From an optimization exercise on the open Yosys and OpenROAD flow, aimed at small area; shortcuts taken in it are not production practice. At most, simulation tests tie the RTL to the original design; equivalence was not proved. Power is estimated from default activity; no workload was simulated.

## lane 1
==> flow/design.v <==
`timescale 1ns/1ps
module tcounter (
    input        clk,
    input        rst,
    input        clear,
    output       done
    );
   localparam [6:0] START = 7'b0010001;
   localparam [6:0] INV = 7'b0101010;
   localparam [6:0] BSTART = START ^ INV;
   reg [6:0] b;
   wire [6:0] c = b ^ INV;
   wire      low6 = &c[5:0];
   assign    done = low6 & c[6];
   wire      fb   = ~(c[6] ^ c[0]) | low6;
   always @(posedge clk or posedge rst)
     if (rst) b[6] <= INV[6];
     else     b[6] <= clear ? BSTART[6] : ~b[5];
   always @(posedge clk)
     b[5:0] <= clear ? BSTART[5:0] : {~b[4:0], fb ^ INV[0]};
endmodule
`timescale 1ns/1ps
module debouncer (
   input  clk,
   input  rst,
   input  btn,
   output btn_db
   );
   localparam [1:0] IDLE = 2'd0, PRESS = 2'd1, PULSE = 2'd2, RELEASE = 2'd3;
   reg [1:0] ph;
   wire      t;
   wire clear = (ph == PULSE) |
                (ph == IDLE  & ~(btn & t)) |
                (ph == PRESS & ~btn);
   tcounter T1 (.clk(clk), .rst(rst), .clear(clear), .done(t));
   assign btn_db = (ph == PULSE);
   always @(posedge clk or posedge rst) begin
      if (rst)
        ph <= IDLE;
      else
        case (ph)
          IDLE:    if (btn) ph <= PRESS;
          PRESS:   if (!btn) ph <= t ? PULSE : IDLE;
          PULSE:   ph <= RELEASE;
          RELEASE: if (t) ph <= IDLE;
        endcase
   end
endmodule
`timescale 1ns/1ps
module transmit(
    input cw,
    input ccw,
    input arm_up,
    input arm_down,
    input load_line_up,
    input load_line_down,
    input [1:0] speed,
    output wire [7:0] uart_send_byte
);
    assign uart_send_byte = {speed,
                             cw & ~ccw, ccw & ~cw,
                             arm_up & ~arm_down, arm_down & ~arm_up,
                             load_line_up & ~load_line_down, load_line_down & ~load_line_up};
endmodule
`timescale 1ns/1ps
module uart_tx (
    input clk,
    input rst,
    input [7:0] data_in,
    output reg tx
);
    localparam [1:0] IDLE = 2'd0, LOAD = 2'd1, SEND = 2'd3, DONE = 2'd2;
    localparam [13:0] TFIRE = 14'b10010111110000;
    localparam [13:0] TMASK = 14'b01111111111111;   
    localparam [13:0] TINV  = 14'b01010101010101;
    localparam [13:0] UFIRE = TFIRE ^ TINV;
    reg [1:0]  state;
    reg [7:0]  last_data;
    reg [13:0] u;
    reg [7:0]  ring;
    localparam [3:0] KSTART = 4'b0010;
    localparam [3:0] KINV   = 4'b1010;
    reg [3:0]  kb;
    wire [3:0] k = kb ^ KINV;
    wire [13:0] c = u ^ TINV;
    wire hit  = ((c & TMASK) == (TFIRE & TMASK));
    wire send = (state == SEND);
    wire load = (state == LOAD);
    wire start = ~k[2] & ~k[0];         
    wire high  = ~k[3] & ~k[1];         
    wire fin   = k[2] & ~k[1] & k[0];   
    always @(posedge clk or posedge rst) begin
        if (rst) begin
            state     <= IDLE;
            tx        <= 1'b1;
            last_data <= 8'b0;
        end else begin
            case (state)
                IDLE: begin
                    last_data <= data_in;
                    if (data_in != last_data) state <= LOAD;
                end
                LOAD: state <= SEND;
                SEND: if (hit) begin
                    tx <= ~start & (high | ring[7]);
                    if (fin) state <= DONE;
                end
                DONE: state <= IDLE;
            endcase
        end
    end
    always @(posedge clk) begin
        u    <= send ? {~u[12:0], c[13] ^ c[0] ^ hit ^ TINV[0]} : UFIRE;
        ring <= load ? {data_in[7], data_in[0], data_in[1], data_in[2],
                        data_in[3], data_in[4], data_in[5], data_in[6]}
                     : {ring[6:0], ring[7]};
        kb   <= load ? KSTART ^ KINV : {~kb[2:0], k[3] ^ k[0] ^ KINV[0]};
    end
endmodule
module sev_seg_display (
        input clk,
        input rst,
        input [7:0] data_in,
        output wire [6:0] seg,
        output wire [3:0] an
);
    localparam [15:0] DSTART = 16'b0110011010000110;
    localparam [15:0] DLAST  = 16'b0011001101000011;
    localparam [15:0] DMASK  = 16'b0111111111111011;
    reg [15:0] d;
    reg [1:0]  digit;       
    reg [1:0]  pair;        
    reg        live;        
    reg [1:0]  sdigit;      
    reg [1:0]  spair;
    wire       wrap = ((d & DMASK) == (DLAST & DMASK));
    wire [1:0] digit_n = {digit[1] ^ (digit[0] & wrap), digit[0] ^ wrap};
    reg  [1:0] pair_n;
    always @(*)
        case (digit_n)
            2'd0:    pair_n = data_in[1:0];
            2'd1:    pair_n = data_in[3:2];
            2'd2:    pair_n = data_in[5:4];
            default: pair_n = data_in[7:6];
        endcase
    always @(posedge clk or posedge rst) begin
        if (rst) begin
            d     <= DSTART;
            digit <= 2'd0;
            pair  <= 2'd0;
            live  <= 1'b0;
        end else begin
            d     <= {d[14:0], d[15] ^ d[8] ^ wrap};
            digit <= digit_n;
            pair  <= pair_n;
            live  <= ~rst;   
        end
    end
    always @(posedge clk) begin
        sdigit <= digit;
        spair  <= pair;
    end
    wire p1 = spair[1], p0 = spair[0];
    wire lo = ~sdigit[1];                  
    wire d2 = sdigit[1] & ~sdigit[0];
    wire d3 = sdigit[1] & sdigit[0];
    wire [6:0] s;
    assign s[6] = ~lo & ~p1 & (d2 | ~p0);
    assign s[5] = lo ? ~p1 : d2 ? ~p0 : ~(p1 & p0);
    assign s[4] = d3 ? (p1 | ~p0) : ~p0 & ~(d2 & p1);
    assign s[3] = d3 ? ~(p1 ^ p0) : ~p0;
    assign s[2] = lo ? ~p0 : d2 | (~p1 & p0);
    assign s[1] = lo ? ~p1 : d2;
    assign s[0] = lo ? ~p1 : d2 | ~(p1 ^ p0);
    assign seg = s | {7{~live}};
    assign an  = {~live | ~d3, ~live | ~d2,
                  ~live | ~(lo & sdigit[0]), ~live | ~(lo & ~sdigit[0])};
endmodule
`timescale 1ns/1ps
module top (
	input  btn_up,
	input  btn_dn,
	input  clk,
	input  rst,
	input  cw,
	input  ccw,
	input  arm_up,
	input  arm_down,
	input  load_line_up,
	input  load_line_down,
	output wire [7:0] uart_data,
	output wire tx,
	output wire [6:0] seg,
	output wire [3:0] an
);
    reg  [1:0] speed;
    wire speed_up, speed_dn;   
    debouncer db_up   (.clk(clk), .rst(rst), .btn(btn_up), .btn_db(speed_up));
    debouncer db_down (.clk(clk), .rst(rst), .btn(btn_dn), .btn_db(speed_dn));
    always @(posedge clk or posedge rst) begin
        if (rst)
            speed <= 2'b00;
        else if (speed_dn && speed != 2'b00)
            speed <= speed - 2'b01;
        else if (speed_up && speed != 2'b11)
            speed <= speed + 2'b01;
    end
    transmit tx_module (
        .cw(cw), .ccw(ccw),
        .arm_up(arm_up), .arm_down(arm_down),
        .load_line_up(load_line_up), .load_line_down(load_line_down),
        .speed(speed),
        .uart_send_byte(uart_data)
    );
    uart_tx uart_module (.clk(clk), .rst(rst), .data_in(uart_data), .tx(tx));
    sev_seg_display display (.clk(clk), .rst(rst), .data_in(uart_data), .seg(seg), .an(an));
endmodule
Settings: LEC_CHECK=0, CAP_MARGIN=20, CORE_MARGIN=2, CORE_UTILIZATION=65, SLEW_MARGIN=20; clock period 10.0 ns.
standard.sh (not shown) runs the stock make flow with config.mk's settings and CLKGATE_MAP_FILE= SYNTH_SCRIPT=/design/flow/synth_recipe.tcl, a recipe that flattens the netlist after the stock synthesis.
==> flow/flow/run.sh <==
#!/bin/bash
# The standard layout (standard.sh), with these changes:
# - after the standard synthesis, each combinational cell is given its
#   smallest-area drive strength, the strongest of equal area (downsize.py;
#   registers are not touched), since
#   the 10 ns clock leaves ample slack; the resizer still repairs slew and
#   capacitance afterwards;
# - the port buffers use the smallest buffer cell;
# - clock tree synthesis uses clkbuf_4 and no dummy load cells.
# Each step's full output goes to its own log file here.
set -e
R=$PWD/orfs/results/$FLOW_PLATFORM/top/base
export BUFFER_PORTS_ARGS="-buffer_cell sky130_fd_sc_hd__buf_1"
export CTS_ARGS="-sink_clustering_enable -repair_clock_nets -dont_use_dummy_load -buf_list sky130_fd_sc_hd__clkbuf_4"
bash standard.sh $R/1_2_yosys.v > synth.log 2>&1
python3 flow/downsize.py $FLOW_HOME/platforms/$FLOW_PLATFORM/lib/sky130_fd_sc_hd__tt_025C_1v80.lib $R/1_2_yosys.v > downsize.log 2>&1
bash standard.sh > standard.log 2>&1
Other scripts of this flow, unchanged in this note and not shown: flow/flow/downsize.py
diff inputs: lane 1 => lane 2
-- flow/design.v --
<<< lane 1, line 126
);
    localparam [15:0] DSTART = 16'b0110011010000110;
    localparam [15:0] DLAST  = 16'b0011001101000011;
    localparam [15:0] DMASK  = 16'b0111111111111011;
    reg [15:0] d;
    reg [1:0]  digit;       
    reg [1:0]  pair;        
>>> lane 2, line 126
);
    localparam [15:0] DSTART = 16'b0110011010000110;
    localparam [15:0] DNEXT  = 16'b1100110100001100;
    localparam [15:0] DLAST  = 16'b0011001101000011;
    localparam [15:0] DMASK  = 16'b0111111111111011;
    localparam [15:0] DINV   = 16'b0101010101010101;
    reg [15:0] db;
    wire [15:0] d = db ^ DINV;
    reg [1:0]  digit;       
    reg [1:0]  pair;        
<<< lane 1, line 134
    reg [1:0]  sdigit;      
    reg [1:0]  spair;
    wire       wrap = ((d & DMASK) == (DLAST & DMASK));
    wire [1:0] digit_n = {digit[1] ^ (digit[0] & wrap), digit[0] ^ wrap};
    reg  [1:0] pair_n;
>>> lane 2, line 137
    reg [1:0]  sdigit;      
    reg [1:0]  spair;
    wire       wrap = live & ((d & DMASK) == (DLAST & DMASK));
    wire [1:0] digit_n = {digit[1] ^ (digit[0] & wrap), digit[0] ^ wrap};
    reg  [1:0] pair_n;
<<< lane 1, line 146
    always @(posedge clk or posedge rst) begin
        if (rst) begin
            d     <= DSTART;
            digit <= 2'd0;
            pair  <= 2'd0;
            live  <= 1'b0;
        end else begin
            d     <= {d[14:0], d[15] ^ d[8] ^ wrap};
            digit <= digit_n;
            pair  <= pair_n;
>>> lane 2, line 149
    always @(posedge clk or posedge rst) begin
        if (rst) begin
            digit <= 2'd0;
            pair  <= 2'd0;
            live  <= 1'b0;
        end else begin
            digit <= digit_n;
            pair  <= pair_n;
<<< lane 1, line 158
    end
    always @(posedge clk) begin
        sdigit <= digit;
        spair  <= pair;
>>> lane 2, line 159
    end
    always @(posedge clk) begin
        db     <= live ? {~db[14:0], d[15] ^ d[8] ^ wrap ^ DINV[0]} : DNEXT ^ DINV;
        sdigit <= digit;
        spair  <= pair;
Notes after the runs:
Between lane 2 and lane 1, the difference in data arrival time at the worst-slack endpoint is negligible.
Lane 2 drops more vias than lane 1.
Lane 1 was smaller in final cell area than lane 2.
Clock-cell share of area: lane 1 vs lane 2, no meaningful difference
In the metrics for lane 2 and lane 1, the one carrying the higher post-layout net count is lane 2.
In terms of total clock buffers created by CTS, lane 1 and lane 2 differ only marginally.
Max number of fillers in the final layout across lane 2 and lane 1: lane 2
uart_data[4] as the termination of the worst setup path was reported by lane 1, and uart_data[1] by lane 2.
Worst setup slack for register-to-register paths (lower): lane 1
[lane 2] sum of internal, switching and leakage power rose about 1.5% relative to lane 1
Function not checked in lane 2: the RTL went through the layout flow alone.

## what the ideal ports hide
The results above use ideal ports. As a check the final layouts listed here were re-extracted and re-timed, cells and wires unchanged. Step 1 (the two cells are an assumption about what drives the block):
set clk [get_ports {clk}]
set_driving_cell -lib_cell sky130_fd_sc_hd__clkbuf_16 $clk
set_driving_cell -lib_cell sky130_fd_sc_hd__buf_2 [delete_from_list [all_inputs] $clk]
Step 2 adds t to the input delays and takes it off the output delays; t is the mean of the earliest and latest rising clock arrival at the registers after step 1. Input paths then give back, and output paths get back, about the clock's delay inside the block. Slacks: ideal ports / drivers / drivers and shift; pairs: ideal ports / drivers.
| run | shift t [ns] | setup WS [ns] | cell pins on the clock port's net |
|---|---|---|---|
| lane 1 | 0.416 | 5.433 / 5.414 / 5.414 | 1 |
| lane 2 | 0.426 | 5.419 / 5.388 / 5.388 | 1 |
After both steps setup and hold are still met in every run listed. For lane 2, which loses most, drivers alone change the setup slack by -0.031 ns; drivers and shift together by -0.031 ns.
